From an optimization exercise on the open Yosys and OpenROAD flow, aimed at small area; shortcuts taken in it are not production practice.
The RTL was checked by simulation tests, not by an equivalence proof against the original design.
Power is estimated from default activity; no workload was simulated.

==> flow/design.v (outline; a module is shown in full before it is edited, if it fits) <==
// module v_arbiter: 15 lines
// module v_rux: 33 lines
// module v_fifo: 83 lines
// module v_ch_fifo: 68 lines
// module v_channel: 231 lines
// module v_engine: 239 lines
// module v_control: 139 lines
// module v_ahb_slave: 71 lines
// module v_ahb_master: 317 lines
// module v_top: 243 lines
module v_top #(
  parameter CHANNEL_NUM    = 8,
  parameter REQUEST_LINE   = 16,
  parameter CHANNEL_DEPTH  = 4,
  parameter AHB_ADDR_SIZE  = 32,
  parameter AHB_DATA_SIZE  = 32) 
(
  input  logic                     hclk,
  input  logic                     hresetn,
  input  logic                     cg_te,
  output logic                     m_hsel_o,
  output logic [AHB_ADDR_SIZE-1:0] m_haddr_o,
  output logic [AHB_DATA_SIZE-1:0] m_hwdata_o,
  input  logic [AHB_DATA_SIZE-1:0] m_hrdata_i,
  output logic                     m_hwrite_o,
  output logic               [2:0] m_hsize_o,
  output logic               [2:0] m_hburst_o,
  output logic               [3:0] m_hprot_o,
  output logic               [1:0] m_htrans_o,
  output logic                     m_hmastlock_o,
  input  logic                     m_hready_i, 
  input  logic                     m_hresp_i,
  input  logic                     s_hsel_i,
  input  logic [AHB_ADDR_SIZE-1:0] s_haddr_i,
  input  logic [AHB_DATA_SIZE-1:0] s_hwdata_i,
  output logic [AHB_DATA_SIZE-1:0] s_hrdata_o,
  input  logic                     s_hwrite_i,
  input  logic               [2:0] s_hsize_i,
  input  logic               [2:0] s_hburst_i,
  input  logic               [3:0] s_hprot_i,
  input  logic               [1:0] s_htrans_i,
  input  logic                     s_hmastlock_i ,
  output logic                     s_hreadyout_o, 
  input  logic                     s_hready_i, 
  output logic                     s_hresp_o,
  output logic                     grq_o,
  output logic                     erq_o, 
  output logic   [CHANNEL_NUM-1:0] irq_o,  
  input  logic  [REQUEST_LINE-1:0] rreq_i,
  input  logic  [REQUEST_LINE-1:0] wreq_i,
  output logic  [REQUEST_LINE-1:0] rack_o,
  output logic  [REQUEST_LINE-1:0] wack_o,
  output logic                     ready);
  // ...
==> flow/run.sh <==
#!/bin/bash
# synth_recipe.tcl (not shown) runs the flow's synth.tcl, then flattens the netlist and writes it again
# the make line also repeats each setting of config.mk as NAME=value (left out here)
make -C /OpenROAD-flow-scripts/flow DESIGN_CONFIG=/design/flow/config.mk WORK_HOME=/design/flow/orfs CLKGATE_MAP_FILE= SYNTH_SCRIPT=/design/flow/synth_recipe.tcl finish
==> flow/config.mk <==
export PLATFORM = sky130hd
export DESIGN_NAME = v_top
export DESIGN_NICKNAME = v_top
export VERILOG_FILES = /design/flow/design.v
export SDC_FILE = /design/flow/constraint.sdc
export NUM_CORES = 8
export LEC_CHECK = 0
export CAP_MARGIN = 20
export CORE_MARGIN = 2
export CORE_UTILIZATION = 40
export SLEW_MARGIN = 20
==> flow/constraint.sdc <==
create_clock -name core_clock -period 12.0 [get_ports {hclk}]
set_input_delay 2.4000 -clock core_clock [delete_from_list [all_inputs] [get_ports {hclk}]]
set_output_delay 2.4000 -clock core_clock [all_outputs]
set_load 0.01 [all_outputs]
==> impl_metrics.tcl, run 1 <==
set metrics [dict create \
    p_seq_mw 19.6 \
    gp_congestion 1.03 \
    vdd_drop_max_v 0.000212 \
    core_region_area_um2 722000 \
    num-nonclk-buffers 779 \
    final_cell_mix "dfrtp_1 (3408), nand2_1 (2994), a21oi_1 (2446)" \
    endpoint "rack_o[0]" \
    power_mw 55.4 \
    antennaDiodeCount 167 \
    top_usage_layer "met2" \
    fin_area_um2 321000 \
    track_usage 0.318 \
    hold_viol 0 \
    grt_overflow_total 0 \
    seq_area_um2 110000 \
    cts_root_buffer "clkbuf_16" \
    grt_pass1_wl_mm 1730 \
    min_path_cells 0 \
    pwr-share-clk 0.302 \
    synth_xor_xnor_area_share 0.0527 \
    rr_worst_depth 25 \
    dieArea_um2 731000 \
    synth_cell_type_count 125 \
    dpl_cell_area_um2 302000 \
    top_layer "met5" \
    largest_class "multi-input combinational cells" \
    largestPowerGroup "registers" \
    netlist.area_leader.share 0.294 \
    crit_slowest_cell "nor3_1" \
    wirelength_mm 1210 \
    die_h_um 855 \
    power.switching_mw 22.6 \
    cts_max_level 6 \
    fin_worst_skew_ns 0.0558 \
    setup_slack_ns 0.967 \
    nets 33900 \
    pg_clk_mw 16.7 \
    comb-power_mw 19.1 \
    status "timing/DRC/antenna clean" \
]
==> module v_rux, before the edit <==
module v_rux #(
  parameter CHANNEL_NUM = 8,
  parameter REQUEST_WIDTH = 16)
(
  input  logic [CHANNEL_NUM-1:0][$clog2(REQUEST_WIDTH)-1:0] rmux_i,
  input  logic [CHANNEL_NUM-1:0][$clog2(REQUEST_WIDTH)-1:0] wmux_i,
  input  logic [REQUEST_WIDTH-1:0] rreq_i,
  input  logic [REQUEST_WIDTH-1:0] wreq_i,
  output logic [REQUEST_WIDTH-1:0] rack_o,
  output logic [REQUEST_WIDTH-1:0] wack_o,
  output logic [CHANNEL_NUM-1:0] ch_rreq_o,
  output logic [CHANNEL_NUM-1:0] ch_wreq_o, 
  input  logic [CHANNEL_NUM-1:0] ch_rack_i,
  input  logic [CHANNEL_NUM-1:0] ch_wack_i); 
  logic [REQUEST_WIDTH-1:0][CHANNEL_NUM-1:0] m_rack;
  logic [REQUEST_WIDTH-1:0][CHANNEL_NUM-1:0] m_wack;
  genvar i,j;
  generate 
    for (i=0; i <CHANNEL_NUM; i++) begin: ireq_gen
      assign ch_rreq_o[i] = rreq_i[rmux_i[i]];
      assign ch_wreq_o[i] = wreq_i[wmux_i[i]];
    end 
    for (i=0; i <CHANNEL_NUM; i++) begin: mack_ch_gen
      for (j=0; j<REQUEST_WIDTH; j++) begin: mack_rq_gen
        assign m_rack[j][i] = rmux_i[i]==j ? ch_rack_i[i] : '0;
        assign m_wack[j][i] = wmux_i[i]==j ? ch_wack_i[i] : '0;
    end end 
    for (j=0; j<REQUEST_WIDTH; j++) begin: oack_rq_gen
      assign rack_o[j] = |m_rack[j];
      assign wack_o[j] = |m_wack[j];
    end 
  endgenerate
endmodule
==> module v_fifo, before the edit <==
module v_fifo #(
  parameter DATA_WIDTH = 32,
  parameter BUFFER_SIZE = 2,
  parameter HEAD = 2)
(
  input  logic  clk,
  input  logic  areset,
  input  logic [DATA_WIDTH-1:0]  data_i,
  input  logic                   read_i,
  input  logic                   write_i,
  output logic [DATA_WIDTH-1:0]  data_o);
  logic [DATA_WIDTH-1:0] memory [BUFFER_SIZE];
  logic [$clog2(BUFFER_SIZE)-1:0] num, num_next;
  logic [$clog2(BUFFER_SIZE)-1:0] read_ptr, write_ptr;
  logic [$clog2(BUFFER_SIZE)-1:0] read_ptr_next, write_ptr_next;
  logic full_next, empty_next, ready_next;
  logic full_o,empty_o,ready_o;
  always @(posedge clk or negedge areset)
    if (~areset) begin
      num <= '0;
      read_ptr <= '0;
      write_ptr <= '0;
      full_o <= '0;
      empty_o <= '1;
      ready_o <= '1;
    end
    else begin
      num <= num_next;
      read_ptr <= read_ptr_next;
      write_ptr <= write_ptr_next;
      full_o <= full_next;
      empty_o <= empty_next;
      ready_o <= ready_next;
    end
  always @(posedge clk or negedge areset)
    if (~areset) begin
      for (int i=0; i<BUFFER_SIZE; i++)
        memory[i] <= '0;
    end
    else if ((~read_i & write_i & ~full_o) | (read_i & write_i))
      memory[write_ptr] <= data_i;
  always_comb begin data_o = memory[read_ptr];
    if (read_i & ~write_i & ~empty_o) begin
      read_ptr_next = inc_pointer(read_ptr);
      write_ptr_next = write_ptr;
      full_next = '0;
      empty_next = (read_ptr_next == write_ptr);
      num_next = num-1;
    end
    else if (~read_i & write_i & ~full_o) begin
      read_ptr_next = read_ptr;
      write_ptr_next = inc_pointer(write_ptr);
      full_next = (write_ptr_next == read_ptr);
      empty_next = '0; 
      num_next = num+1;
    end
    else if (read_i & write_i & ~empty_o) begin
      read_ptr_next = inc_pointer(read_ptr);      
      write_ptr_next = inc_pointer(write_ptr);
      full_next = full_o;       
      empty_next = empty_o; 
      num_next = num;
    end
    else begin
      read_ptr_next = read_ptr;      
      write_ptr_next = write_ptr;
      full_next = full_o;       
      empty_next = empty_o; 
      num_next = num;      
    end  
  end
  always_comb begin
    if (num > num_next & num < HEAD) 
      ready_next = '1;
    else if (num < num_next & num_next > BUFFER_SIZE - HEAD) 
      ready_next = '0; 
    else ready_next = ready_o;  
  end
  function automatic logic [$clog2(BUFFER_SIZE)-1:0] inc_pointer(
    input logic [$clog2(BUFFER_SIZE)-1:0] pointer);
    inc_pointer = (pointer == BUFFER_SIZE-1) ? '0 : pointer + 1'b1;
  endfunction
endmodule
==> module v_channel, before the edit <==
module v_channel #(
  parameter BUFFER_SIZE = 4)
(
  input  logic        clk,
  input  logic        areset,
  input  logic        en,
  input  logic        ch_enable_i,
  input  logic        ch_rd_mode_i, 
  input  logic        ch_wr_mode_i,
  input  logic        ch_rd_incr_i,  
  input  logic        ch_wr_incr_i,
  input  logic  [1:0] ch_rd_size_i,  
  input  logic  [1:0] ch_wr_size_i, 
  input  logic  [2:0] ch_rd_bsize_i,  
  input  logic  [2:0] ch_wr_bsize_i,  
  input  logic        ch_rack_en_i,  
  input  logic        ch_wack_en_i,
  input  logic [31:0] ch_data_len_i, 
  input  logic [31:0] ch_rd_addr_i,   
  input  logic [31:0] ch_wr_addr_i,
  input  logic        read_request_i,
  input  logic        write_request_i,
  input  logic        i_last_i,
  input  logic        i_last_write_i,
  input  logic        i_next_i,
  input  logic        i_resp_i,
  output logic        rush_read_o,
  output logic        rush_write_o,
  output logic [31:0] i_rd_addr_o,
  output logic [31:0] i_wr_addr_o, 
  output logic  [$clog2(4*BUFFER_SIZE):0] i_lenght_o,
  output logic  [1:0] i_size_o,
  output logic        i_incr_o,   
  output logic        i_mode_o,
  output logic        i_flow_o,
  output logic [31:0] i_rd_data_o, 
  input  logic [31:0] i_wr_data_i,
  input  logic  [1:0] i_buf_size_i,
  input  logic  [1:0] i_buf_offset_i,
  input  logic        i_read_i,
  input  logic        i_write_i,
  output logic        ch_error_o,
  output logic        ch_bus_error_o, 
  output logic        ch_interrupt_o,  
  input  logic        ch_rreq_i,
  input  logic        ch_wreq_i,
  output logic        ch_rack_o,
  output logic        ch_wack_o,
  output logic        ready);
  typedef enum {
    IDLE,
    READ,
    WRITE,
    WAIT_ACK_READ,
    WAIT_LAST_READ,
    WAIT_ACK_WRITE,
    WAIT_LAST_WRITE,
    LAST,
    BUS_ERROR} fsm_state;
  fsm_state state;
  logic [31:0] r_count, w_count;
  logic [32:0] l_count;
  assign rush_read_o = state == READ;
  assign rush_write_o = state == WRITE;
  always @(posedge clk or negedge areset)
    if (~areset) begin
      state <= IDLE;
      i_rd_addr_o <= '0;
      i_wr_addr_o <= '0;
      i_lenght_o <= '0;
      i_size_o <= '0;
      i_mode_o <= '0; 
      i_incr_o <= '0;
      r_count <= '0; 
      w_count <= '0;
      l_count <= '0;
      ch_bus_error_o <= '0;
      ch_interrupt_o <= '0;
    end
    else case (state)
      IDLE: begin 
        if (ch_enable_i) begin 
          state <= READ;
          i_rd_addr_o <= ch_rd_addr_i;
          i_wr_addr_o <= ch_wr_addr_i;
          i_incr_o <= ch_rd_incr_i;
          i_mode_o <= '0;
          i_size_o <= ch_rd_size_i; 
          i_lenght_o <= 2**ch_rd_bsize_i;
        end 
      end
      READ: begin
        if (i_resp_i) state <= BUS_ERROR;
        else begin
          if (i_next_i) begin
            r_count <= r_count + 2**ch_rd_bsize_i;
            i_rd_addr_o <= ch_rd_incr_i ? 
            i_rd_addr_o + 2**ch_rd_bsize_i : i_rd_addr_o; 
            if (ch_wr_bsize_i>=ch_rd_bsize_i) begin
              if (r_count>=2**ch_wr_bsize_i-2**ch_rd_bsize_i) begin
                if (ch_rack_en_i & ~ch_rd_mode_i) 
                  state <= WAIT_LAST_READ;
                else state <= WRITE;
                i_incr_o <= ch_wr_incr_i;
                i_mode_o <= '1;
                i_size_o <= ch_wr_size_i;
                i_lenght_o <= 2**ch_wr_bsize_i;
              end
              else if (ch_rack_en_i & ~ch_rd_mode_i)
                state <= WAIT_LAST_READ;
            end
            else begin
              if (ch_rack_en_i & ~ch_rd_mode_i) 
                state <= WAIT_LAST_READ;
              else state <= WRITE;
              i_incr_o <= ch_wr_incr_i;
              i_mode_o <= '1;
              i_size_o <= ch_wr_size_i;
              i_lenght_o <= 2**ch_wr_bsize_i;
            end 
          end 
        end   
      end    
      WAIT_LAST_READ: begin
        if (i_resp_i) state <= BUS_ERROR;
        if (i_last_i) begin
          state <= WAIT_ACK_READ;
        end
      end
      WAIT_ACK_READ: begin
        if (i_next_i) state <= BUS_ERROR;
        if (~ch_rreq_i) begin
          if (ch_wr_bsize_i>=ch_rd_bsize_i)
            if (r_count>=2**ch_wr_bsize_i) begin
              state <= WRITE;
            end 
            else state <= READ;
          else begin
            state <= WRITE;
          end
        end 
      end
      WRITE: begin
        if (i_resp_i) state <= BUS_ERROR;
        else begin
          if (i_next_i) begin
            if (l_count ==  ch_data_len_i-2**ch_wr_bsize_i+1) 
              state <= LAST;
            else begin
              i_wr_addr_o <= ch_wr_incr_i ? 
              i_wr_addr_o + 2**ch_wr_bsize_i : i_wr_addr_o;  
              i_mode_o <= '1;
              i_size_o <= ch_wr_size_i;
              i_incr_o <= ch_wr_incr_i;
              w_count <= w_count + 2**ch_wr_bsize_i;
              l_count <= l_count + 2**ch_wr_bsize_i;
              i_lenght_o <= 2**ch_wr_bsize_i;
              if (ch_wack_en_i & ~ch_wr_mode_i) begin
                state <= WAIT_LAST_WRITE;
                i_mode_o <= '0;
              end
              else if (w_count >= r_count-2**ch_wr_bsize_i | w_count >= r_count) begin
                  state <= READ;
                  r_count <= '0;
                  w_count <= '0;
                  i_mode_o <= '0;
                  i_size_o <= ch_rd_size_i;
                  i_incr_o <= ch_rd_incr_i; 
                  i_lenght_o <= 2**ch_rd_bsize_i;
              end 
            end
          end  
        end
      end
      WAIT_LAST_WRITE: begin
        if (i_resp_i) state <= BUS_ERROR;
        if (i_last_write_i) begin
          state <= WAIT_ACK_WRITE;
        end 
      end
      WAIT_ACK_WRITE: begin
        if (i_resp_i) state <= BUS_ERROR;
        if (~ch_wreq_i) begin       
          if (l_count == ch_data_len_i+1)
            state <= LAST;
          else begin
            if (w_count >= r_count) begin
              state <= READ;
              r_count <= '0;
              w_count <= '0;
              i_mode_o <= '0;
              i_size_o <= ch_rd_size_i;
              i_incr_o <= ch_rd_incr_i; 
              i_lenght_o <= 2**ch_rd_bsize_i;
            end
            else begin
              state <= WRITE;
              i_mode_o <= '1;
            end
          end  
        end
      end
      LAST: begin
        if (i_resp_i) state <= BUS_ERROR;
        if (i_last_write_i) begin
          ch_interrupt_o <= '1;
          state <= IDLE;
        end
      end 
      BUS_ERROR: begin
        ch_bus_error_o <= '1;
        state <= IDLE;
      end  
    endcase
  v_ch_fifo #(
    BUFFER_SIZE)
  channel_fifo (
    .clk(clk),
    .areset(areset),
    .en(en),
    .data_i(i_wr_data_i),
    .read_i(i_read_i),
    .write_i(i_write_i),
    .data_o(i_rd_data_o),
    .size_i(i_buf_size_i),
    .offset_i(i_buf_offset_i));  
  assign ch_rack_o = state == WAIT_LAST_READ ? i_last_i : '0;
  assign ch_wack_o = (state == WAIT_LAST_WRITE | state == LAST )? i_last_write_i : '0;
  assign ready = state == IDLE;
  assign ch_error_o = state == BUS_ERROR;
endmodule
==> module v_engine, before the edit <==
module v_engine #(
  parameter CHANNEL_NUM  = 4,
  parameter REQUEST_LINE = 4,
  parameter BUFFER_SIZE  = 4)
(
  input  logic clk,
  input  logic areset,
  input  logic cg_te,
  input  logic [CHANNEL_NUM-1:0]       ch_enable_i, 
  input  logic [CHANNEL_NUM-1:0] [1:0] ch_prior_i,
  input  logic [CHANNEL_NUM-1:0]       ch_rd_mode_i, 
  input  logic [CHANNEL_NUM-1:0]       ch_wr_mode_i,
  input  logic [CHANNEL_NUM-1:0]       ch_rd_incr_i,  
  input  logic [CHANNEL_NUM-1:0]       ch_wr_incr_i,
  input  logic [CHANNEL_NUM-1:0] [1:0] ch_rd_size_i,  
  input  logic [CHANNEL_NUM-1:0] [1:0] ch_wr_size_i, 
  input  logic [CHANNEL_NUM-1:0] [2:0] ch_rd_bsize_i,  
  input  logic [CHANNEL_NUM-1:0] [2:0] ch_wr_bsize_i, 
  input  logic [CHANNEL_NUM-1:0]
      [$clog2(REQUEST_LINE)-1:0]       ch_rreq_sel_i, 
  input  logic [CHANNEL_NUM-1:0]
      [$clog2(REQUEST_LINE)-1:0]       ch_wreq_sel_i,
  input  logic [CHANNEL_NUM-1:0]       ch_rack_en_i,  
  input  logic [CHANNEL_NUM-1:0]       ch_wack_en_i,
  input  logic [CHANNEL_NUM-1:0][31:0] ch_data_len_i, 
  input  logic [CHANNEL_NUM-1:0][31:0] ch_rd_addr_i,   
  input  logic [CHANNEL_NUM-1:0][31:0] ch_wr_addr_i,
  output logic [CHANNEL_NUM-1:0]       ch_ready_o,
  output logic [CHANNEL_NUM-1:0]       ch_bus_error_o, 
  output logic                         grq_o,
  output logic [CHANNEL_NUM-1:0]       irq_o,  
  input  logic [REQUEST_LINE-1:0]      rreq_i,
  input  logic [REQUEST_LINE-1:0]      wreq_i,
  output logic [REQUEST_LINE-1:0]      rack_o,
  output logic [REQUEST_LINE-1:0]      wack_o,   
  input  logic                         i_next_i,
  input  logic                         i_last_i,
  input  logic                         i_last_write_i,
  input  logic                         i_resp_i,  
  output logic                         i_valid_o,  
  output logic                  [31:0] i_rd_addr_o,
  output logic                  [31:0] i_wr_addr_o, 
  output logic [$clog2(4*BUFFER_SIZE):0] i_lenght_o,
  output logic                   [1:0] i_size_o,
  output logic                         i_incr_o,
  output logic                         i_mode_o,
  input  logic                         i_ready_i,
  input  logic                         i_hready_i,
  output logic                  [31:0] i_rd_data_o, 
  input  logic                  [31:0] i_wr_data_i,
  input  logic                   [1:0] i_buf_size_i,
  input  logic                   [1:0] i_buf_offset_i,
  input  logic                         i_read_i,
  input  logic                         i_write_i,
  output logic                         race,
  output logic                         ready);
  logic [CHANNEL_NUM-1:0]      rreq;
  logic [CHANNEL_NUM-1:0]      wreq;
  logic [CHANNEL_NUM-1:0]       rack;
  logic [CHANNEL_NUM-1:0]       wack;
  logic [CHANNEL_NUM-1:0][31:0] i_rd_addr;
  logic [CHANNEL_NUM-1:0][31:0] i_wr_addr; 
  logic [CHANNEL_NUM-1:0][$clog2(4*BUFFER_SIZE):0] i_lenght;
  logic [CHANNEL_NUM-1:0] [1:0] i_size;
  logic [CHANNEL_NUM-1:0]       i_incr;
  logic [CHANNEL_NUM-1:0]       i_mode;
  logic [CHANNEL_NUM-1:0][31:0] i_rd_data; 
  logic [CHANNEL_NUM-1:0]       rush_read;
  logic [CHANNEL_NUM-1:0]       rush_write;
  logic [CHANNEL_NUM-1:0]       read_request;
  logic [CHANNEL_NUM-1:0]       write_request;
  logic [$clog2(CHANNEL_NUM)-1:0] read_channel;
  logic [$clog2(CHANNEL_NUM)-1:0] write_channel;
  logic [CHANNEL_NUM-1:0]         channel_error;
  logic [$clog2(CHANNEL_NUM)-1:0] channel_select;
  logic [$clog2(CHANNEL_NUM)-1:0] channel_select_next;
  logic [$clog2(CHANNEL_NUM)-1:0] channel_select_last;
  logic [$clog2(CHANNEL_NUM)-1:0] channel_select_last_write;
  logic race_i;
  logic channel_init;
  logic read_ready_from_arbiter;
  logic write_ready_from_arbiter; 
  typedef enum {
    IDLE,
    WAIT_REQUEST,
    HANDLING_REQUEST} fsm_state;
  fsm_state state;
  assign channel_select = 
    write_ready_from_arbiter ? 
    write_channel : read_channel;
  always @(posedge clk) if (|ch_enable_i) begin
    if (channel_init) channel_select_next <= channel_select;
    if (channel_init) channel_select_last <= channel_select;
    if (channel_init) channel_select_last_write <= channel_select;
    if (race)
      if (i_last_i | i_valid_o) channel_select_next <= channel_select;
    if (i_next_i) channel_select_last <= channel_select_next;
    if (i_last_write_i) channel_select_last_write <= channel_select_next;
  end
  assign race = race_i & (state != IDLE); 
  assign race_i = write_ready_from_arbiter | read_ready_from_arbiter;
  always @(posedge clk or negedge areset)
    if (~areset) begin
      state <= IDLE;
      channel_init <= '0;
      i_valid_o <= '0;
      grq_o <= '0;
    end 
    else case (state)
      IDLE: begin
        grq_o <= '0;
        if (|ch_enable_i) begin
          state <=  WAIT_REQUEST;
          channel_init <= '1;
        end
      end
      WAIT_REQUEST: begin
        channel_init <= '0;
        if (|ch_enable_i) begin
          if (race_i & i_ready_i) begin
            channel_init <= '0;
            i_valid_o <= '1;
            state <= HANDLING_REQUEST;
          end
        end else begin
          grq_o <= '1;
          state <= IDLE;
        end 
      end
      HANDLING_REQUEST: begin
        i_valid_o <= '0;
        if (|ch_enable_i) begin 
          if (i_hready_i) begin  
            if (i_resp_i) state <= IDLE;
            else if (~race_i)
              state <=  WAIT_REQUEST;
          end  
        end 
        else if (i_ready_i) begin
          grq_o <= '1;
          state <= IDLE;
        end 
      end
    endcase
  genvar i;
  generate for (i=0; i<CHANNEL_NUM; i++) begin : channels
    v_channel #(BUFFER_SIZE)
    v_channel (
      .clk(clk),
      .areset(areset & ch_enable_i[i]),
      .en(ch_enable_i[i] | cg_te),
      .ch_enable_i(ch_enable_i[i]),
      .ch_rd_mode_i(ch_rd_mode_i[i]), 
      .ch_wr_mode_i(ch_wr_mode_i[i]),
      .ch_rd_incr_i(ch_rd_incr_i[i]),  
      .ch_wr_incr_i(ch_wr_incr_i[i]),
      .ch_rd_size_i(ch_rd_size_i[i]),  
      .ch_wr_size_i(ch_wr_size_i[i]),  
      .ch_rd_bsize_i(ch_rd_bsize_i[i]),  
      .ch_wr_bsize_i(ch_wr_bsize_i[i]), 
      .ch_rack_en_i(ch_rack_en_i[i]),  
      .ch_wack_en_i(ch_wack_en_i[i]),
      .ch_data_len_i(ch_data_len_i[i]), 
      .ch_rd_addr_i(ch_rd_addr_i[i]),   
      .ch_wr_addr_i(ch_wr_addr_i[i]),
      .read_request_i(read_request[i]),
      .write_request_i(write_request[i]),
      .i_last_i(i_last_i & i==channel_select_next),
      .i_last_write_i(i_last_write_i),
      .i_next_i(i_next_i & i==channel_select_next),
      .i_resp_i(i_resp_i & i==channel_select_last),
      .rush_read_o(rush_read[i]),
      .rush_write_o(rush_write[i]),
      .i_rd_addr_o(i_rd_addr[i]),
      .i_wr_addr_o(i_wr_addr[i]), 
      .i_lenght_o(i_lenght[i]),
      .i_size_o(i_size[i]),
      .i_incr_o(i_incr[i]),
      .i_mode_o(i_mode[i]),
      .i_rd_data_o(i_rd_data[i]), 
      .i_wr_data_i(i_wr_data_i),
      .i_buf_size_i(i_buf_size_i),
      .i_buf_offset_i(i_buf_offset_i),
      .i_read_i(i_read_i & i==channel_select_next),
      .i_write_i(i_write_i & i==channel_select_next),
      .ch_interrupt_o(irq_o[i]),
      .ch_rreq_i(rreq[i]),
      .ch_wreq_i(wreq[i]),
      .ch_rack_o(rack[i]),
      .ch_wack_o(wack[i]),
      .ch_error_o(channel_error[i]), 
      .ch_bus_error_o(ch_bus_error_o[i]),         
      .ready(ch_ready_o[i]));
  end endgenerate
  assign i_rd_data_o = i_rd_data[channel_select_last];
  assign i_rd_addr_o = i_rd_addr[channel_select];
  assign i_wr_addr_o = i_wr_addr[channel_select];
  assign i_lenght_o = i_lenght[channel_select];
  assign i_size_o = i_size[channel_select];
  assign i_incr_o = i_incr[channel_select];
  assign i_mode_o = i_mode[channel_select];
  v_arbiter #(CHANNEL_NUM)
  read_arbiter (
    .r_i(read_request & ch_enable_i),
    .p_i(ch_prior_i), 
    .c_o(read_channel),
    .ready(read_ready_from_arbiter));
  v_arbiter #(CHANNEL_NUM)
  write_arbiter (
    .r_i(write_request & ch_enable_i),
    .p_i(ch_prior_i),
    .c_o(write_channel),
    .ready(write_ready_from_arbiter));
  v_rux #(CHANNEL_NUM, REQUEST_LINE)
  v_rux (
    .rmux_i(ch_rreq_sel_i),
    .wmux_i(ch_wreq_sel_i),
    .rreq_i(rreq_i),
    .wreq_i(wreq_i),
    .wack_o(wack_o),
    .rack_o(rack_o),
    .ch_rreq_o(rreq),
    .ch_wreq_o(wreq), 
    .ch_rack_i(rack),
    .ch_wack_i(wack)); 
  logic [CHANNEL_NUM-1:0] req_mask;
  always_comb begin
    read_request = '0;
    write_request = '0; 
    req_mask = '0;
    for (int i=0; i<CHANNEL_NUM; i++) begin
      req_mask[i] = i_last_i & (channel_select_next==i);  
      read_request[i] = rreq[i] & rush_read[i] & ~req_mask[i]; 
      write_request[i] = wreq[i] & rush_write[i] & ~req_mask[i]; 
      if (ch_rd_mode_i[i]) read_request[i] = rush_read[i] & ~req_mask[i];
      if (ch_wr_mode_i[i]) write_request[i] = rush_write[i] & ~req_mask[i];
  end end
  assign ready = state == IDLE;
endmodule
==> inputs of run 2 (changes only) <==
--- a/flow/design.v
+++ b/flow/design.v
@@ -57,188 +57,65 @@
   input  logic [CHANNEL_NUM-1:0][$clog2(REQUEST_WIDTH)-1:0] wmux_i,
   input  logic [REQUEST_WIDTH-1:0] rreq_i,
   input  logic [REQUEST_WIDTH-1:0] wreq_i,
-  output logic [REQUEST_WIDTH-1:0] rack_o,
   output logic [REQUEST_WIDTH-1:0] wack_o,
   output logic [CHANNEL_NUM-1:0] ch_rreq_o,
   output logic [CHANNEL_NUM-1:0] ch_wreq_o, 
-  input  logic [CHANNEL_NUM-1:0] ch_rack_i,
   input  logic [CHANNEL_NUM-1:0] ch_wack_i); 
-  logic [REQUEST_WIDTH-1:0][CHANNEL_NUM-1:0] m_rack;
-  logic [REQUEST_WIDTH-1:0][CHANNEL_NUM-1:0] m_wack;
-  genvar i,j;
-  generate 
-    for (i=0; i <CHANNEL_NUM; i++) begin: ireq_gen
-      assign ch_rreq_o[i] = rreq_i[rmux_i[i]];
-      assign ch_wreq_o[i] = wreq_i[wmux_i[i]];
-    end 
-    for (i=0; i <CHANNEL_NUM; i++) begin: mack_ch_gen
-      for (j=0; j<REQUEST_WIDTH; j++) begin: mack_rq_gen
-        assign m_rack[j][i] = rmux_i[i]==j ? ch_rack_i[i] : '0;
-        assign m_wack[j][i] = wmux_i[i]==j ? ch_wack_i[i] : '0;
-    end end 
-    for (j=0; j<REQUEST_WIDTH; j++) begin: oack_rq_gen
-      assign rack_o[j] = |m_rack[j];
-      assign wack_o[j] = |m_wack[j];
-    end 
-  endgenerate
+  always_comb begin
+    wack_o = '0;
+    for (int i=0; i<CHANNEL_NUM; i++) begin
+      ch_rreq_o[i] = rreq_i[rmux_i[i]];
+      ch_wreq_o[i] = wreq_i[wmux_i[i]];
+      if (ch_wack_i[i]) wack_o[wmux_i[i]] = 1'b1;
+    end
+  end
 endmodule
-module v_fifo #(
-  parameter DATA_WIDTH = 32,
-  parameter BUFFER_SIZE = 2,
-  parameter HEAD = 2)
-(
-  input  logic  clk,
-  input  logic  areset,
-  input  logic [DATA_WIDTH-1:0]  data_i,
-  input  logic                   read_i,
-  input  logic                   write_i,
-  output logic [DATA_WIDTH-1:0]  data_o);
-  logic [DATA_WIDTH-1:0] memory [BUFFER_SIZE];
-  logic [$clog2(BUFFER_SIZE)-1:0] num, num_next;
-  logic [$clog2(BUFFER_SIZE)-1:0] read_ptr, write_ptr;
-  logic [$clog2(BUFFER_SIZE)-1:0] read_ptr_next, write_ptr_next;
-  logic full_next, empty_next, ready_next;
-  logic full_o,empty_o,ready_o;
+module v_fifo (
+  input  logic       clk,
+  input  logic       areset,
+  input  logic [7:0] data_i,
+  input  logic       read_i,
+  input  logic       write_i,
+  output logic [7:0] data_o,
+  output logic       valid_o);
+  logic [7:0] memory [4];
+  logic [1:0] read_ptr, write_ptr;
+  logic full, empty, wrapped;
+  logic do_write, do_read;
+  assign do_write = write_i & ~full;
+  assign do_read  = read_i & ~empty;
   always @(posedge clk or negedge areset)
     if (~areset) begin
-      num <= '0;
       read_ptr <= '0;
       write_ptr <= '0;
-      full_o <= '0;
-      empty_o <= '1;
-      ready_o <= '1;
+      full <= '0;
+      empty <= '1;
+      wrapped <= '0;
     end
     else begin
-      num <= num_next;
-      read_ptr <= read_ptr_next;
-      write_ptr <= write_ptr_next;
-      full_o <= full_next;
-      empty_o <= empty_next;
-      ready_o <= ready_next;
-    end
-  always @(posedge clk or negedge areset)
-    if (~areset) begin
-      for (int i=0; i<BUFFER_SIZE; i++)
-        memory[i] <= '0;
-    end
-    else if ((~read_i & write_i & ~full_o) | (read_i & write_i))
-      memory[write_ptr] <= data_i;
-  always_comb begin data_o = memory[read_ptr];
-    if (read_i & ~write_i & ~empty_o) begin
-      read_ptr_next = inc_pointer(read_ptr);
-      write_ptr_next = write_ptr;
-      full_next = '0;
-      empty_next = (read_ptr_next == write_ptr);
-      num_next = num-1;
-    end
-    else if (~read_i & write_i & ~full_o) begin
-      read_ptr_next = read_ptr;
-      write_ptr_next = inc_pointer(write_ptr);
-      full_next = (write_ptr_next == read_ptr);
-      empty_next = '0; 
-      num_next = num+1;
-    end
-    else if (read_i & write_i & ~empty_o) begin
-      read_ptr_next = inc_pointer(read_ptr);      
-      write_ptr_next = inc_pointer(write_ptr);
-      full_next = full_o;       
-      empty_next = empty_o; 
-      num_next = num;
+      if (do_write) begin
+        write_ptr <= write_ptr + 2'd1;
+        full <= (2'(write_ptr + 2'd1) == read_ptr);
+        empty <= '0;
+        if (write_ptr == 2'd3) wrapped <= '1;
+      end
+      if (do_read) begin
+        read_ptr <= read_ptr + 2'd1;
+        empty <= (2'(read_ptr + 2'd1) == write_ptr);
+        full <= '0;
+      end
     end
-    else begin
-      read_ptr_next = read_ptr;      
-      write_ptr_next = write_ptr;
-      full_next = full_o;       
-      empty_next = empty_o; 
-      num_next = num;      
-    end  
-  end
-  always_comb begin
-    if (num > num_next & num < HEAD) 
-      ready_next = '1;
-    else if (num < num_next & num_next > BUFFER_SIZE - HEAD) 
-      ready_next = '0; 
-    else ready_next = ready_o;  
-  end
-  function automatic logic [$clog2(BUFFER_SIZE)-1:0] inc_pointer(
-    input logic [$clog2(BUFFER_SIZE)-1:0] pointer);
-    inc_pointer = (pointer == BUFFER_SIZE-1) ? '0 : pointer + 1'b1;
-  endfunction
-endmodule
-module v_ch_fifo #(
-  parameter BUFFER_SIZE = 2)
-(
-  input  logic  clk,
-  input  logic  areset,
-  input  logic  en,
-  input  logic [31:0] data_i,
-  input  logic        read_i,
-  input  logic        write_i,
-  output logic [31:0] data_o,
-  input  logic  [1:0] size_i,
-  input  logic  [1:0] offset_i);
-  logic [3:0] rd_en;
-  logic [3:0] wr_en;
-  logic [3:0][7:0] wr_data;
-  logic [3:0][7:0] rd_data;
-  logic [3:0][7:0] data_to_buffer;
-  logic [3:0][7:0] data_from_buffer;
-  logic [1:0] w_count, r_count;
-  logic [2:0] n_lanes;
   genvar i;
-  generate for (i=0; i<4; i++) begin : data_gen
-    assign wr_data[i] = data_i[8*(i+1)-1:8*i];
-    always @(posedge clk or negedge areset)
-      if (~areset) data_o[8*(i+1)-1:8*i] <= '0;
-      else if (en & read_i) 
-        data_o[8*(i+1)-1:8*i] <= rd_data[i];
-  end endgenerate
-  always @(posedge clk or negedge areset)
-    if (~areset) begin
-      r_count <= '0;
-      w_count <= '0;
-    end
-    else begin
-      if (read_i) r_count <= r_count+2**size_i;
-      if (write_i) w_count <= w_count+2**size_i;  
-    end 
-  always_comb
-    case (size_i)
-      2'd0:    n_lanes = 3'd1;
-      2'd1:    n_lanes = 3'd2;
-      2'd2:    n_lanes = 3'd4;
-      default: n_lanes = 3'd0;
-    endcase
-  always_comb begin  
-    rd_data = '0;
-    rd_en = '0;
-    wr_en = '0;
-    data_to_buffer = '0;
-    for (int k=0; k<4; k++)
-      if (k < n_lanes) begin
-        wr_en[2'(w_count+k)] = write_i;
-        data_to_buffer[2'(w_count+k)] = wr_data[2'(offset_i+k)];
-        rd_en[2'(r_count+k)] = read_i;
-        rd_data[2'(offset_i+k)] = data_from_buffer[2'(r_count+k)];
-      end
-  end
-  generate for (i =0; i<4; i++) begin : byte_fifos
-    v_fifo #(8,BUFFER_SIZE)
-    byte_fifo (
-      .clk(clk),
-      .areset(areset),
-      .data_i(data_to_buffer[i]),
-      .read_i(rd_en[i]),
-      .write_i(wr_en[i]),
-      .data_o(data_from_buffer[i]));  
+  generate for (i=0; i<4; i++) begin : mem
+    always @(posedge clk)
+      if (do_write & write_ptr == i) memory[i] <= data_i;
   end endgenerate
+  assign valid_o = wrapped | ~empty;
+  assign data_o = memory[read_ptr];
 endmodule
-module v_channel #(
-  parameter BUFFER_SIZE = 4)
-(
+module v_channel (
   input  logic        clk,
   input  logic        areset,
-  input  logic        en,
   input  logic        ch_enable_i,
   input  logic        ch_rd_mode_i, 
   input  logic        ch_wr_mode_i,
@@ -253,36 +130,50 @@
   input  logic [31:0] ch_data_len_i, 
   input  logic [31:0] ch_rd_addr_i,   
   input  logic [31:0] ch_wr_addr_i,
-  input  logic        read_request_i,
-  input  logic        write_request_i,
+  input  logic        sel_i,
   input  logic        i_last_i,
   input  logic        i_last_write_i,
   input  logic        i_next_i,
   input  logic        i_resp_i,
+  input  logic [31:0] g_rd_addr_next_i,
+  input  logic [31:0] g_wr_addr_next_i,
+  input  logic [32:0] g_l_next_i,
+  input  logic        g_l_last_i,
+  input  logic  [7:0] g_r_next_i,
+  input  logic  [7:0] g_w_next_i,
+  input  logic        g_w_done_i,
+  input  logic        g_r_full_i,
+  input  logic        g_wb_ge_rb_i,
+  input  logic  [1:0] g_fr_next_i,
+  input  logic  [1:0] g_fw_next_i,
   output logic        rush_read_o,
   output logic        rush_write_o,
   output logic [31:0] i_rd_addr_o,
   output logic [31:0] i_wr_addr_o, 
-  output logic  [$clog2(4*BUFFER_SIZE):0] i_lenght_o,
+  output logic  [4:0] i_lenght_o,
   output logic  [1:0] i_size_o,
   output logic        i_incr_o,   
   output logic        i_mode_o,
-  output logic        i_flow_o,
-  output logic [31:0] i_rd_data_o, 
-  input  logic [31:0] i_wr_data_i,
-  input  logic  [1:0] i_buf_size_i,
-  input  logic  [1:0] i_buf_offset_i,
+  output logic  [7:0] r_count_o,
+  output logic  [7:0] w_count_o,
+  output logic [32:0] l_count_o,
   input  logic        i_read_i,
   input  logic        i_write_i,
-  output logic        ch_error_o,
+  input  logic  [3:0] g_rd_lanes_i,
+  input  logic  [3:0] g_wr_lanes_i,
+  input  logic [31:0] g_wr_data_i,
+  output logic  [1:0] f_r_count_o,
+  output logic  [1:0] f_w_count_o,
+  output logic [31:0] f_data_o,
+  output logic  [3:0] f_valid_o,
   output logic        ch_bus_error_o, 
   output logic        ch_interrupt_o,  
   input  logic        ch_rreq_i,
   input  logic        ch_wreq_i,
-  output logic        ch_rack_o,
-  output logic        ch_wack_o,
+  output logic        rack_state_o,
+  output logic        wack_state_o,
   output logic        ready);
-  typedef enum {
+  typedef enum logic [3:0] {
     IDLE,
     READ,
     WRITE,
@@ -293,8 +184,19 @@
     LAST,
     BUS_ERROR} fsm_state;
   fsm_state state;
-  logic [31:0] r_count, w_count;
-  logic [32:0] l_count;
+  logic  [7:0] r_count, w_count;
+  logic [32:0] l_m;
+  logic  [4:0] rb_len, wb_len;
+  logic  [7:0] wb;
+  logic        next, last;
+  assign next = i_next_i & sel_i;
+  assign last = i_last_i & sel_i;
+  assign rb_len = 5'(8'd1 << ch_rd_bsize_i);
+  assign wb_len = 5'(8'd1 << ch_wr_bsize_i);
+  assign wb = 8'd1 << ch_wr_bsize_i;
+  assign r_count_o = r_count;
+  assign w_count_o = w_count;
+  assign l_count_o = l_m;
   assign rush_read_o = state == READ;
   assign rush_write_o = state == WRITE;
   always @(posedge clk or negedge areset)
@@ -308,7 +210,7 @@
       i_incr_o <= '0;
       r_count <= '0; 
       w_count <= '0;
-      l_count <= '0;
+      l_m <= '1;
       ch_bus_error_o <= '0;
       ch_interrupt_o <= '0;
     end
@@ -321,118 +223,91 @@
           i_incr_o <= ch_rd_incr_i;
           i_mode_o <= '0;
           i_size_o <= ch_rd_size_i; 
-          i_lenght_o <= 2**ch_rd_bsize_i;
+          i_lenght_o <= rb_len;
         end 
       end
       READ: begin
         if (i_resp_i) state <= BUS_ERROR;
-        else begin
-          if (i_next_i) begin
-            r_count <= r_count + 2**ch_rd_bsize_i;
-            i_rd_addr_o <= ch_rd_incr_i ? 
-            i_rd_addr_o + 2**ch_rd_bsize_i : i_rd_addr_o; 
-            if (ch_wr_bsize_i>=ch_rd_bsize_i) begin
-              if (r_count>=2**ch_wr_bsize_i-2**ch_rd_bsize_i) begin
-                if (ch_rack_en_i & ~ch_rd_mode_i) 
-                  state <= WAIT_LAST_READ;
-                else state <= WRITE;
-                i_incr_o <= ch_wr_incr_i;
-                i_mode_o <= '1;
-                i_size_o <= ch_wr_size_i;
-                i_lenght_o <= 2**ch_wr_bsize_i;
-              end
-              else if (ch_rack_en_i & ~ch_rd_mode_i)
-                state <= WAIT_LAST_READ;
-            end
-            else begin
-              if (ch_rack_en_i & ~ch_rd_mode_i) 
-                state <= WAIT_LAST_READ;
-              else state <= WRITE;
-              i_incr_o <= ch_wr_incr_i;
-              i_mode_o <= '1;
-              i_size_o <= ch_wr_size_i;
-              i_lenght_o <= 2**ch_wr_bsize_i;
-            end 
-          end 
+        else if (next) begin
+          r_count <= g_r_next_i;
+          if (ch_rd_incr_i) i_rd_addr_o <= g_rd_addr_next_i;
+          if (~g_wb_ge_rb_i | g_r_full_i) begin
+            if (ch_rack_en_i & ~ch_rd_mode_i) 
+              state <= WAIT_LAST_READ;
+            else state <= WRITE;
+            i_incr_o <= ch_wr_incr_i;
+            i_mode_o <= '1;
+            i_size_o <= ch_wr_size_i;
+            i_lenght_o <= wb_len;
+          end
+          else if (ch_rack_en_i & ~ch_rd_mode_i)
+            state <= WAIT_LAST_READ;
         end   
       end    
       WAIT_LAST_READ: begin
         if (i_resp_i) state <= BUS_ERROR;
-        if (i_last_i) begin
-          state <= WAIT_ACK_READ;
-        end
+        if (last) state <= WAIT_ACK_READ;
       end
       WAIT_ACK_READ: begin
-        if (i_next_i) state <= BUS_ERROR;
+        if (next) state <= BUS_ERROR;
         if (~ch_rreq_i) begin
-          if (ch_wr_bsize_i>=ch_rd_bsize_i)
-            if (r_count>=2**ch_wr_bsize_i) begin
-              state <= WRITE;
-            end 
-            else state <= READ;
-          else begin
+          if (ch_wr_bsize_i >= ch_rd_bsize_i && {1'b0, r_count} < {1'b0, wb})
+            state <= READ;
+          else
             state <= WRITE;
-          end
         end 
       end
       WRITE: begin
         if (i_resp_i) state <= BUS_ERROR;
-        else begin
-          if (i_next_i) begin
-            if (l_count ==  ch_data_len_i-2**ch_wr_bsize_i+1) 
-              state <= LAST;
-            else begin
-              i_wr_addr_o <= ch_wr_incr_i ? 
-              i_wr_addr_o + 2**ch_wr_bsize_i : i_wr_addr_o;  
-              i_mode_o <= '1;
-              i_size_o <= ch_wr_size_i;
-              i_incr_o <= ch_wr_incr_i;
-              w_count <= w_count + 2**ch_wr_bsize_i;
-              l_count <= l_count + 2**ch_wr_bsize_i;
-              i_lenght_o <= 2**ch_wr_bsize_i;
-              if (ch_wack_en_i & ~ch_wr_mode_i) begin
-                state <= WAIT_LAST_WRITE;
-                i_mode_o <= '0;
-              end
-              else if (w_count >= r_count-2**ch_wr_bsize_i | w_count >= r_count) begin
-                  state <= READ;
-                  r_count <= '0;
-                  w_count <= '0;
-                  i_mode_o <= '0;
-                  i_size_o <= ch_rd_size_i;
-                  i_incr_o <= ch_rd_incr_i; 
-                  i_lenght_o <= 2**ch_rd_bsize_i;
-              end 
+        else if (next) begin
+          if (g_l_last_i) 
+            state <= LAST;
+          else begin
+            if (ch_wr_incr_i) i_wr_addr_o <= g_wr_addr_next_i;
+            i_mode_o <= '1;
+            i_size_o <= ch_wr_size_i;
+            i_incr_o <= ch_wr_incr_i;
+            w_count <= g_w_next_i;
+            l_m <= g_l_next_i;
+            i_lenght_o <= wb_len;
+            if (ch_wack_en_i & ~ch_wr_mode_i) begin
+              state <= WAIT_LAST_WRITE;
+              i_mode_o <= '0;
             end
-          end  
+            else if (g_w_done_i) begin
+              state <= READ;
+              r_count <= '0;
+              w_count <= '0;
+              i_mode_o <= '0;
+              i_size_o <= ch_rd_size_i;
+              i_incr_o <= ch_rd_incr_i; 
+              i_lenght_o <= rb_len;
+            end 
+          end
         end
       end
       WAIT_LAST_WRITE: begin
         if (i_resp_i) state <= BUS_ERROR;
-        if (i_last_write_i) begin
-          state <= WAIT_ACK_WRITE;
-        end 
+        if (i_last_write_i) state <= WAIT_ACK_WRITE;
       end
       WAIT_ACK_WRITE: begin
         if (i_resp_i) state <= BUS_ERROR;
         if (~ch_wreq_i) begin       
-          if (l_count == ch_data_len_i+1)
+          if (l_m == {1'b0, ch_data_len_i})
             state <= LAST;
+          else if (w_count >= r_count) begin
+            state <= READ;
+            r_count <= '0;
+            w_count <= '0;
+            i_mode_o <= '0;
+            i_size_o <= ch_rd_size_i;
+            i_incr_o <= ch_rd_incr_i; 
+            i_lenght_o <= rb_len;
+          end
           else begin
-            if (w_count >= r_count) begin
-              state <= READ;
-              r_count <= '0;
-              w_count <= '0;
-              i_mode_o <= '0;
-              i_size_o <= ch_rd_size_i;
-              i_incr_o <= ch_rd_incr_i; 
-              i_lenght_o <= 2**ch_rd_bsize_i;
-            end
-            else begin
-              state <= WRITE;
-              i_mode_o <= '1;
-            end
-          end  
+            state <= WRITE;
+            i_mode_o <= '1;
+          end
         end
       end
       LAST: begin
@@ -446,27 +321,41 @@
         ch_bus_error_o <= '1;
         state <= IDLE;
       end  
+      default: ;
     endcase
-  v_ch_fifo #(
-    BUFFER_SIZE)
-  channel_fifo (
-    .clk(clk),
-    .areset(areset),
-    .en(en),
-    .data_i(i_wr_data_i),
-    .read_i(i_read_i),
-    .write_i(i_write_i),
-    .data_o(i_rd_data_o),
-    .size_i(i_buf_size_i),
-    .offset_i(i_buf_offset_i));  
-  assign ch_rack_o = state == WAIT_LAST_READ ? i_last_i : '0;
-  assign ch_wack_o = (state == WAIT_LAST_WRITE | state == LAST )? i_last_write_i : '0;
+  assign rack_state_o = state == WAIT_LAST_READ;
+  assign wack_state_o = state == WAIT_LAST_WRITE | state == LAST;
   assign ready = state == IDLE;
-  assign ch_error_o = state == BUS_ERROR;
+  logic [1:0] f_r_count, f_w_count;
+  logic rd, wr;
+  assign rd = i_read_i & sel_i;
+  assign wr = i_write_i & sel_i;
+  assign f_r_count_o = f_r_count;
+  assign f_w_count_o = f_w_count;
+  always @(posedge clk or negedge areset)
+    if (~areset) begin
+      f_r_count <= '0;
+      f_w_count <= '0;
+    end
+    else begin
+      if (rd) f_r_count <= g_fr_next_i;
+      if (wr) f_w_count <= g_fw_next_i;
+    end 
+  genvar i;
+  generate for (i=0; i<4; i++) begin : byte_fifos
+    v_fifo byte_fifo (
+      .clk(clk),
+      .areset(areset),
+      .data_i(g_wr_data_i[8*i+:8]),
+      .read_i(rd & g_rd_lanes_i[i]),
+      .write_i(wr & g_wr_lanes_i[i]),
+      .data_o(f_data_o[8*i+:8]),
+      .valid_o(f_valid_o[i]));
+  end endgenerate
 endmodule
 module v_engine #(
-  parameter CHANNEL_NUM  = 4,
-  parameter REQUEST_LINE = 4,
+  parameter CHANNEL_NUM  = 8,
+  parameter REQUEST_LINE = 16,
   parameter BUFFER_SIZE  = 4)
 (
   input  logic clk,
@@ -520,33 +409,40 @@
   input  logic                         i_write_i,
   output logic                         race,
   output logic                         ready);
+  localparam CW = $clog2(CHANNEL_NUM);
   logic [CHANNEL_NUM-1:0]      rreq;
   logic [CHANNEL_NUM-1:0]      wreq;
-  logic [CHANNEL_NUM-1:0]       rack;
-  logic [CHANNEL_NUM-1:0]       wack;
+  logic [CHANNEL_NUM-1:0]      rack_state;
+  logic [CHANNEL_NUM-1:0]      wack_state;
   logic [CHANNEL_NUM-1:0][31:0] i_rd_addr;
   logic [CHANNEL_NUM-1:0][31:0] i_wr_addr; 
-  logic [CHANNEL_NUM-1:0][$clog2(4*BUFFER_SIZE):0] i_lenght;
+  logic [CHANNEL_NUM-1:0][4:0]  i_lenght;
   logic [CHANNEL_NUM-1:0] [1:0] i_size;
   logic [CHANNEL_NUM-1:0]       i_incr;
   logic [CHANNEL_NUM-1:0]       i_mode;
-  logic [CHANNEL_NUM-1:0][31:0] i_rd_data; 
+  logic [CHANNEL_NUM-1:0] [7:0] r_count;
+  logic [CHANNEL_NUM-1:0] [7:0] w_count;
+  logic [CHANNEL_NUM-1:0][32:0] l_count;
+  logic [CHANNEL_NUM-1:0] [1:0] f_r_count;
+  logic [CHANNEL_NUM-1:0] [1:0] f_w_count;
+  logic [CHANNEL_NUM-1:0][31:0] f_data;
+  logic [CHANNEL_NUM-1:0] [3:0] f_valid;
   logic [CHANNEL_NUM-1:0]       rush_read;
   logic [CHANNEL_NUM-1:0]       rush_write;
   logic [CHANNEL_NUM-1:0]       read_request;
   logic [CHANNEL_NUM-1:0]       write_request;
-  logic [$clog2(CHANNEL_NUM)-1:0] read_channel;
-  logic [$clog2(CHANNEL_NUM)-1:0] write_channel;
-  logic [CHANNEL_NUM-1:0]         channel_error;
-  logic [$clog2(CHANNEL_NUM)-1:0] channel_select;
-  logic [$clog2(CHANNEL_NUM)-1:0] channel_select_next;
-  logic [$clog2(CHANNEL_NUM)-1:0] channel_select_last;
-  logic [$clog2(CHANNEL_NUM)-1:0] channel_select_last_write;
+  logic [CW-1:0] read_channel;
+  logic [CW-1:0] write_channel;
+  logic [CW-1:0] channel_select;
+  logic [CW-1:0] channel_select_next;
+  logic [CW-1:0] channel_select_last;
+  logic [CW-1:0] channel_select_last_write;
+  logic [CHANNEL_NUM-1:0] sel;
   logic race_i;
   logic channel_init;
   logic read_ready_from_arbiter;
   logic write_ready_from_arbiter; 
-  typedef enum {
+  typedef enum logic [1:0] {
     IDLE,
     WAIT_REQUEST,
     HANDLING_REQUEST} fsm_state;
@@ -607,14 +503,104 @@
           state <= IDLE;
         end 
       end
+      default: ;
+    endcase
+  always_comb
+    for (int i=0; i<CHANNEL_NUM; i++) sel[i] = channel_select_next == i;
+  logic [31:0] g_rd_addr, g_wr_addr, g_len;
+  logic [32:0] g_l;
+  logic  [7:0] g_r, g_w;
+  logic  [2:0] g_rbs, g_wbs;
+  logic  [1:0] g_fr, g_fw;
+  logic [31:0] g_fdata;
+  logic  [3:0] g_fvalid;
+  always_comb begin
+    g_rd_addr = '0; g_wr_addr = '0; g_len = '0; g_l = '0; g_r = '0; g_w = '0;
+    g_rbs = '0; g_wbs = '0; g_fr = '0; g_fw = '0; g_fdata = '0; g_fvalid = '0;
+    for (int i=0; i<CHANNEL_NUM; i++) if (sel[i]) begin
+      g_rd_addr = g_rd_addr | i_rd_addr[i];
+      g_wr_addr = g_wr_addr | i_wr_addr[i];
+      g_len     = g_len     | ch_data_len_i[i];
+      g_l       = g_l       | l_count[i];
+      g_r       = g_r       | r_count[i];
+      g_w       = g_w       | w_count[i];
+      g_rbs     = g_rbs     | ch_rd_bsize_i[i];
+      g_wbs     = g_wbs     | ch_wr_bsize_i[i];
+      g_fr      = g_fr      | f_r_count[i];
+      g_fw      = g_fw      | f_w_count[i];
+      g_fdata   = g_fdata   | f_data[i];
+      g_fvalid  = g_fvalid  | f_valid[i];
+    end
+  end
+  logic  [7:0] g_rb, g_wb;
+  logic [31:0] g_rd_addr_next, g_wr_addr_next;
+  logic [32:0] g_l_next;
+  logic        g_l_last;
+  logic  [7:0] g_r_next, g_w_next;
+  logic        g_w_done, g_r_full, g_wb_ge_rb;
+  assign g_rb = 8'd1 << g_rbs;
+  assign g_wb = 8'd1 << g_wbs;
+  assign g_rd_addr_next = g_rd_addr + 32'(g_rb);
+  assign g_wr_addr_next = g_wr_addr + 32'(g_wb);
+  assign g_l_next = g_l + 33'(g_wb);
+  assign g_l_last = g_l_next == {1'b0, g_len};
+  assign g_r_next = g_r + g_rb;
+  assign g_w_next = g_w + g_wb;
+  assign g_wb_ge_rb = g_wbs >= g_rbs;
+  assign g_r_full = {1'b0, g_r} >= {1'b0, g_wb} - {1'b0, g_rb};
+  assign g_w_done = ({1'b0, g_r} >= {1'b0, g_wb}) ? ({1'b0, g_w} + {1'b0, g_wb} >= {1'b0, g_r})
+                                                  : (g_w >= g_r);
+  logic [3:0] lane_mask;
+  logic [1:0] lane_step;
+  logic [1:0] w_rot, r_rot;
+  logic [3:0] g_rd_lanes, g_wr_lanes;
+  logic [3:0][7:0] g_wr_data, wr_bytes;
+  logic [1:0] g_fr_next, g_fw_next;
+  always_comb
+    case (i_buf_size_i)
+      2'd0:    begin lane_mask = 4'b0001; lane_step = 2'd1; end
+      2'd1:    begin lane_mask = 4'b0011; lane_step = 2'd2; end
+      2'd2:    begin lane_mask = 4'b1111; lane_step = 2'd0; end
+      default: begin lane_mask = 4'b0000; lane_step = 2'd0; end
     endcase
+  assign wr_bytes = i_wr_data_i;
+  assign w_rot = 2'(i_buf_offset_i - g_fw);
+  assign r_rot = 2'(g_fr - i_buf_offset_i);
+  assign g_fr_next = 2'(g_fr + lane_step);
+  assign g_fw_next = 2'(g_fw + lane_step);
+  always_comb
+    for (int j=0; j<4; j++) begin
+      g_wr_lanes[j] = lane_mask[2'(j - g_fw)];
+      g_rd_lanes[j] = lane_mask[2'(j - g_fr)];
+      g_wr_data[j] = wr_bytes[2'(j + w_rot)];
+    end
+  logic [31:0] d_data;
+  logic [CW-1:0] d_owner;
+  logic d_valid;
+  always @(posedge clk or negedge areset)
+    if (~areset) begin
+      d_valid <= '0;
+    end
+    else if (i_read_i) begin
+      d_valid <= ch_enable_i[channel_select_next];
+    end
+    else if (~ch_enable_i[d_owner]) begin
+      d_valid <= '0;
+    end
+  always @(posedge clk)
+    if (i_read_i) begin
+      d_owner <= channel_select_next;
+      for (int j=0; j<4; j++)
+        d_data[8*j+:8] <= (lane_mask[2'(j - i_buf_offset_i)] & g_fvalid[2'(j + r_rot)]) ?
+                          g_fdata[8*(2'(j + r_rot))+:8] : 8'd0;
+    end
+  assign i_rd_data_o = (d_valid & ch_enable_i[d_owner] & d_owner == channel_select_last) ?
+                       d_data : '0;
   genvar i;
   generate for (i=0; i<CHANNEL_NUM; i++) begin : channels
-    v_channel #(BUFFER_SIZE)
-    v_channel (
+    v_channel v_channel (
       .clk(clk),
       .areset(areset & ch_enable_i[i]),
-      .en(ch_enable_i[i] | cg_te),
       .ch_enable_i(ch_enable_i[i]),
       .ch_rd_mode_i(ch_rd_mode_i[i]), 
       .ch_wr_mode_i(ch_wr_mode_i[i]),
@@ -629,12 +615,22 @@
       .ch_data_len_i(ch_data_len_i[i]), 
       .ch_rd_addr_i(ch_rd_addr_i[i]),   
       .ch_wr_addr_i(ch_wr_addr_i[i]),
-      .read_request_i(read_request[i]),
-      .write_request_i(write_request[i]),
-      .i_last_i(i_last_i & i==channel_select_next),
+      .sel_i(sel[i]),
+      .i_last_i(i_last_i),
       .i_last_write_i(i_last_write_i),
-      .i_next_i(i_next_i & i==channel_select_next),
+      .i_next_i(i_next_i),
       .i_resp_i(i_resp_i & i==channel_select_last),
+      .g_rd_addr_next_i(g_rd_addr_next),
+      .g_wr_addr_next_i(g_wr_addr_next),
+      .g_l_next_i(g_l_next),
+      .g_l_last_i(g_l_last),
+      .g_r_next_i(g_r_next),
+      .g_w_next_i(g_w_next),
+      .g_w_done_i(g_w_done),
+      .g_r_full_i(g_r_full),
+      .g_wb_ge_rb_i(g_wb_ge_rb),
+      .g_fr_next_i(g_fr_next),
+      .g_fw_next_i(g_fw_next),
       .rush_read_o(rush_read[i]),
       .rush_write_o(rush_write[i]),
       .i_rd_addr_o(i_rd_addr[i]),
@@ -643,22 +639,26 @@
       .i_size_o(i_size[i]),
       .i_incr_o(i_incr[i]),
       .i_mode_o(i_mode[i]),
-      .i_rd_data_o(i_rd_data[i]), 
-      .i_wr_data_i(i_wr_data_i),
-      .i_buf_size_i(i_buf_size_i),
-      .i_buf_offset_i(i_buf_offset_i),
-      .i_read_i(i_read_i & i==channel_select_next),
-      .i_write_i(i_write_i & i==channel_select_next),
+      .r_count_o(r_count[i]),
+      .w_count_o(w_count[i]),
+      .l_count_o(l_count[i]),
+      .i_read_i(i_read_i),
+      .i_write_i(i_write_i),
+      .g_rd_lanes_i(g_rd_lanes),
+      .g_wr_lanes_i(g_wr_lanes),
+      .g_wr_data_i(g_wr_data),
+      .f_r_count_o(f_r_count[i]),
+      .f_w_count_o(f_w_count[i]),
+      .f_data_o(f_data[i]),
+      .f_valid_o(f_valid[i]),
+      .ch_bus_error_o(ch_bus_error_o[i]),
       .ch_interrupt_o(irq_o[i]),
       .ch_rreq_i(rreq[i]),
       .ch_wreq_i(wreq[i]),
-      .ch_rack_o(rack[i]),
-      .ch_wack_o(wack[i]),
-      .ch_error_o(channel_error[i]), 
-      .ch_bus_error_o(ch_bus_error_o[i]),         
+      .rack_state_o(rack_state[i]),
+      .wack_state_o(wack_state[i]),
       .ready(ch_ready_o[i]));
   end endgenerate
-  assign i_rd_data_o = i_rd_data[channel_select_last];
   assign i_rd_addr_o = i_rd_addr[channel_select];
   assign i_wr_addr_o = i_wr_addr[channel_select];
   assign i_lenght_o = i_lenght[channel_select];
@@ -684,18 +684,25 @@
     .rreq_i(rreq_i),
     .wreq_i(wreq_i),
     .wack_o(wack_o),
-    .rack_o(rack_o),
     .ch_rreq_o(rreq),
     .ch_wreq_o(wreq), 
-    .ch_rack_i(rack),
-    .ch_wack_i(wack)); 
+    .ch_wack_i(wack_state & {CHANNEL_NUM{i_last_write_i}})); 
+  logic [$clog2(REQUEST_LINE)-1:0] g_rsel;
+  always_comb begin
+    g_rsel = '0;
+    for (int i=0; i<CHANNEL_NUM; i++) if (sel[i]) g_rsel = g_rsel | ch_rreq_sel_i[i];
+  end
+  always_comb begin
+    rack_o = '0;
+    if (i_last_i & |(rack_state & sel)) rack_o[g_rsel] = 1'b1;
+  end
   logic [CHANNEL_NUM-1:0] req_mask;
   always_comb begin
     read_request = '0;
     write_request = '0; 
     req_mask = '0;
     for (int i=0; i<CHANNEL_NUM; i++) begin
-      req_mask[i] = i_last_i & (channel_select_next==i);  
+      req_mask[i] = i_last_i & sel[i];  
       read_request[i] = rreq[i] & rush_read[i] & ~req_mask[i]; 
       write_request[i] = wreq[i] & rush_write[i] & ~req_mask[i]; 
       if (ch_rd_mode_i[i]) read_request[i] = rush_read[i] & ~req_mask[i];
@@ -755,20 +762,6 @@
       irq_en        <= '0; 
       bus_error     <= '0;
       ch_enable_o   <= '0;
-      ch_prior_o    <= '0;
-      ch_rd_mode_o  <= '0;
-      ch_wr_mode_o  <= '0;
-      ch_rd_incr_o  <= '0;  
-      ch_wr_incr_o  <= '0;
-      ch_rd_size_o  <= '0;  
-      ch_wr_size_o  <= '0; 
-      ch_rd_bsize_o <= '0;  
-      ch_wr_bsize_o <= '0; 
-      ch_rreq_sel_o <= '0;
-      ch_wreq_sel_o <= '0;
-      ch_rack_en_o  <= '0;
-      ch_wack_en_o  <= '0;
-      ch_irq_ena    <= '0;
     end
     else begin    
         for (int i=0; i <CHANNEL_NUM; i++) begin 
@@ -782,21 +775,6 @@
           if (c_cs_i & c_we_i) begin
             for (int i=0; i <CHANNEL_NUM; i++) begin
               if (c_ad_i == 16*i+12) begin
-                {ch_irq_ena[i],
-                 ch_wack_en_o[i], 
-                 ch_rack_en_o[i],
-                 ch_wreq_sel_o[i],
-                 ch_rreq_sel_o[i], 
-                 ch_wr_bsize_o[i], 
-                 ch_rd_bsize_o[i], 
-                 ch_wr_size_o[i], 
-                 ch_rd_size_o[i], 
-                 ch_wr_incr_o[i],  
-                 ch_rd_incr_o[i],  
-                 ch_wr_mode_o[i],  
-                 ch_rd_mode_o[i], 
-                 ch_prior_o[i]}   
-                 <= c_wd_i[AHB_DATA_SIZE-1:1];  
                 if (c_wd_i[0])
                   if (ch_ready_i[i]) begin
                     ch_enable_o[i] <= '1;
@@ -829,6 +807,25 @@
         end         
       end
   always @(posedge clk)
+    if (c_cs_i & c_we_i)
+      for (int i=0; i <CHANNEL_NUM; i++)
+        if (c_ad_i == 16*i+12)
+          {ch_irq_ena[i],
+           ch_wack_en_o[i], 
+           ch_rack_en_o[i],
+           ch_wreq_sel_o[i],
+           ch_rreq_sel_o[i], 
+           ch_wr_bsize_o[i], 
+           ch_rd_bsize_o[i], 
+           ch_wr_size_o[i], 
+           ch_rd_size_o[i], 
+           ch_wr_incr_o[i],  
+           ch_rd_incr_o[i],  
+           ch_wr_mode_o[i],  
+           ch_rd_mode_o[i], 
+           ch_prior_o[i]}   
+           <= c_wd_i[AHB_DATA_SIZE-1:1];  
+  always @(posedge clk)
     if (areset & c_cs_i & c_we_i)
       for (int i=0; i <CHANNEL_NUM; i++) begin
         if (c_ad_i == 16*i+0) 
==> run 2 against run 1 <==
Still clean. Worst hold slack improved by 0.090 ns. Count of clock-buffer cells in the layout down 217. Synthesized area decreased by 41%. Critical path depth is 3 higher. Sequential power shrank 17%. Global-route usage fell by 1.3 points. Register-to-register slack got worse by 0.64 ns. Maximum frequency up 4.2%. Non-clock buffer count down 194. Critical path type is now flop to flop. Critical endpoint is now v_engine.channels[2].v_channel.w_count[5]. Largest cell class is now flip-flops and latches.
==> impl_metrics.tcl, run 2 <==
set metrics [dict create \
    syn-cell-area_um2 171000 \
    top_register "v_engine.channels.v_channel.byte_fifos.byte_fifo.memory" \
    critPathLaunchType "flop" \
    min_path_type "flop to flop" \
    synth_warnings 11 \
    track_usage 0.305 \
    cts_resized 0 \
    timing.setup.tns_ns 0 \
    cts_root_buffer "clkbuf_16" \
    dpl_cell_area_um2 180000 \
    dieArea_um2 432000 \
    slew_headroom 0.138 \
    setup_viol 0 \
    drc 0 \
    setup_slack_ns 1.41 \
    final_cells 21000 \
    wirelength_mm 680 \
    gp_congestion 1.01 \
    path_clk_slew_ns 0.06 \
    synthCells 14900 \
    grt_max_degree 140 \
    worst_ep_arrival_time_ns 11.46 \
    power.leakage_nw 74.2 \
    dp_cells 20200 \
    core_region_area_um2 424000 \
    internal_power_mw 25.7 \
    postSynthAreaPerCell_um2 11.5 \
    crit_type "flop to flop" \
    rrSetupSlack_ns 1.41 \
    hold_viol 0 \
    final_common_cell "edfxtp_1" \
    synthArstFlopShare 0.400 \
    cts_hold_buf 0 \
    die_h_um 657 \
    ys.flop_type "edfxtp_1" \
    antenna_found_initial 49 \
    power.switching_mw 14.8 \
    synth_cell_type_count 127 \
    fin_area_um2 193000 \
    pwr-share-clk 0.289 \
    synth_top_area_cell "edfxtp_1" \
    vdd_drop_max_v 0.000339 \
    post_cts_buffers 0 \
    grt_overflow_total 0 \
    top_regs "v_engine.channels.v_channel.byte_fifos.byte_fifo.memory: 1024 flops, v_engine.channels.v_channel.l_m: 264 flops" \
    drv_slew 0 \
    drt-pass1-iter-count 9 \
    final_cell_mix "edfxtp_1 (2060), nand2_1 (1355), nor2_1 (1207)" \
    seq_power_share 0.402 \
    cts_buffers 371 \
    vias 131000 \
    maxCapViolCount 0 \
    synth_common_cells "edfxtp_1 (2060), nand2_1 (1366), nor2_1 (1243), dfrtp_1 (1073), a21oi_1 (978)" \
    finalCritPeriodShare 0.882 \
    netlist.area_leader.share 0.362 \
    area_growth_pct 12.9 \
    ys_seq_elements 3432 \
    nets 15700 \
    worstSkewPairLatency_ns 1.01 \
    status "timing/DRC/antenna clean" \
    critPathRequiredTime_ns 12.88 \
    cts_max_level 5 \
    fillCellCount 38800 \
    period_minus_slack_ns 10.59 \
    post-place-ws_ns 1.62 \
    grt_pass1_wl_mm 948 \
    fin_worst_skew_ns 0.0642 \
    ios 305 \
    wire_per_inst_um 32.4 \
    rsz0062_at_grt "no" \
    ys_seq_area_frac 0.566 \
]
## run 2: cell types whose count changed in the layout (fill, tap and decap cells not counted), moves of 560 or more
| cell | before | now |
|---|---|---|
| mux2i_1 | 1086 | 254 |
| nand3_1 | 854 | 280 |
| nand2_1 | 2994 | 1355 |
| dfrtp_1 | 3408 | 1073 |
| inv_1 | 1627 | 437 |
| a21o_1 | 670 | 59 |
| a21oi_1 | 2446 | 959 |
| nor2_1 | 2333 | 1207 |
| xnor2_1 | 1259 | 332 |
| ha_1 | 2148 | 553 |
| edfxtp_1 | 785 | 2060 |
| o22ai_1 | 736 | 176 |
| o21ai_0 | 2170 | 883 |
## run 2: final timing paths
path,from,endpoint,cells past startpoint
worst max-delay path,v_engine.channel_select_next[0],v_engine.channels[2].v_channel.w_count[5],24
worst min-delay path,flop,flop,1
worst max register to register,v_engine.channel_select_next[0],v_engine.channels[2].v_channel.w_count[5],24
worst min register to register,flop,flop,1
max in group asynchronous,hresetn,v_engine.channels[0].v_channel.i_wr_addr_o[27],4
min in group asynchronous,v_control.ch_enable_o[4],v_engine.channels[4].v_channel.i_incr_o,1
## run 2: power groups by stage
stage               clock (mW)  combinational, mW  sequential [mW]
global placement             0               12.0             16.4
global route              12.2               13.3             16.4
floorplan                    0               7.05             16.0
finish                    11.7               12.5             16.3
CTS                       11.8               12.2             16.2
detailed placement           0               12.1             16.5
## run 2: final cells by class
class                   instances  area [um2]  area share
diodes                         31        77.6    0.000403
inverters                     441        1660     0.00859
multi-input cells           10100       69900       0.363
repair buffers                585        5110      0.0265
flip-flops and latches       3432       96600       0.501
well taps                    5663        7090      0.0368
clock buffers                 510       10400      0.0538
clock inverters               179        1890     0.00982
## run 2: kinds of logic (layout without fill, tap and decap cells)
| kind of cell | count (synthesis) | count (layout) | share of synthesized area |
|---|---|---|---|
| AO/OA/AOI/OAI | 3602 | 3602 | 0.137 |
| AND/OR/NAND/NOR | 4246 | 4246 | 0.117 |
| XOR/XNOR | 596 | 596 | 0.0307 |
| other | 1 | 49 | 0.0000220 |
| adder cells (fa/ha/maj) | 566 | 566 | 0.0420 |
| buffers and inverters | 1357 | 1715 | 0.0321 |
| flip-flops | 3432 | 3432 | 0.566 |
| multiplexers | 1081 | 1081 | 0.0760 |
## run 2: per-layer routing
metal | track usage | up-vias | share of wire
met4 | 0.166 | 36 | 0.063
met5 | 0 | - | 0.00034
met1 | 0.394 | 65700 | 0.39
li1 | - | 55400 | -
met2 | 0.463 | 7738 | 0.44
met3 | 0.0840 | 1799 | 0.11
## run 2: stage by stage
step | util | hold slack, ns | power [mW]
finish | 0.454 | 0.458 | 40.5
global route | 0.454 | 0.473 | 41.9
global placement | 0.425 | 0.443 | 28.4
floorplan | - | 0.424 | 23.0
CTS | 0.454 | 0.462 | 40.2
detailed placement | 0.425 | 0.448 | 28.6
## run 2: worst max-delay path: stages, from the launching register on
cell and delay, ns:
edfxtp_1 0.55, buf_4 0.58, and3_4 0.66, a22oi_1 0.13
and4_1 0.27, inv_1 0.12, nand2_1 0.10, nor2_1 0.97
ha_1 0.44, a21oi_1 0.22, o21bai_1 0.13, a21oi_1 0.28
o21bai_1 0.19, a21oi_1 0.51, nand4bb_1 0.44, xor2_1 0.67
xor2_1 0.19, nor4_1 0.73, nand4_1 0.34, nor3_4 0.89
buf_4 0.40, nor3_4 0.07, buf_4 0.41, o21ai_2 0.70
mux2_2 0.41

Setup slack of run 2, layout unchanged: 1.414 ns with ideal ports, 1.414 ns with driving cells assumed (clock clkbuf_16, inputs buf_2), 0.889 ns with port delays also shifted by the 1.096 ns mid clock arrival.
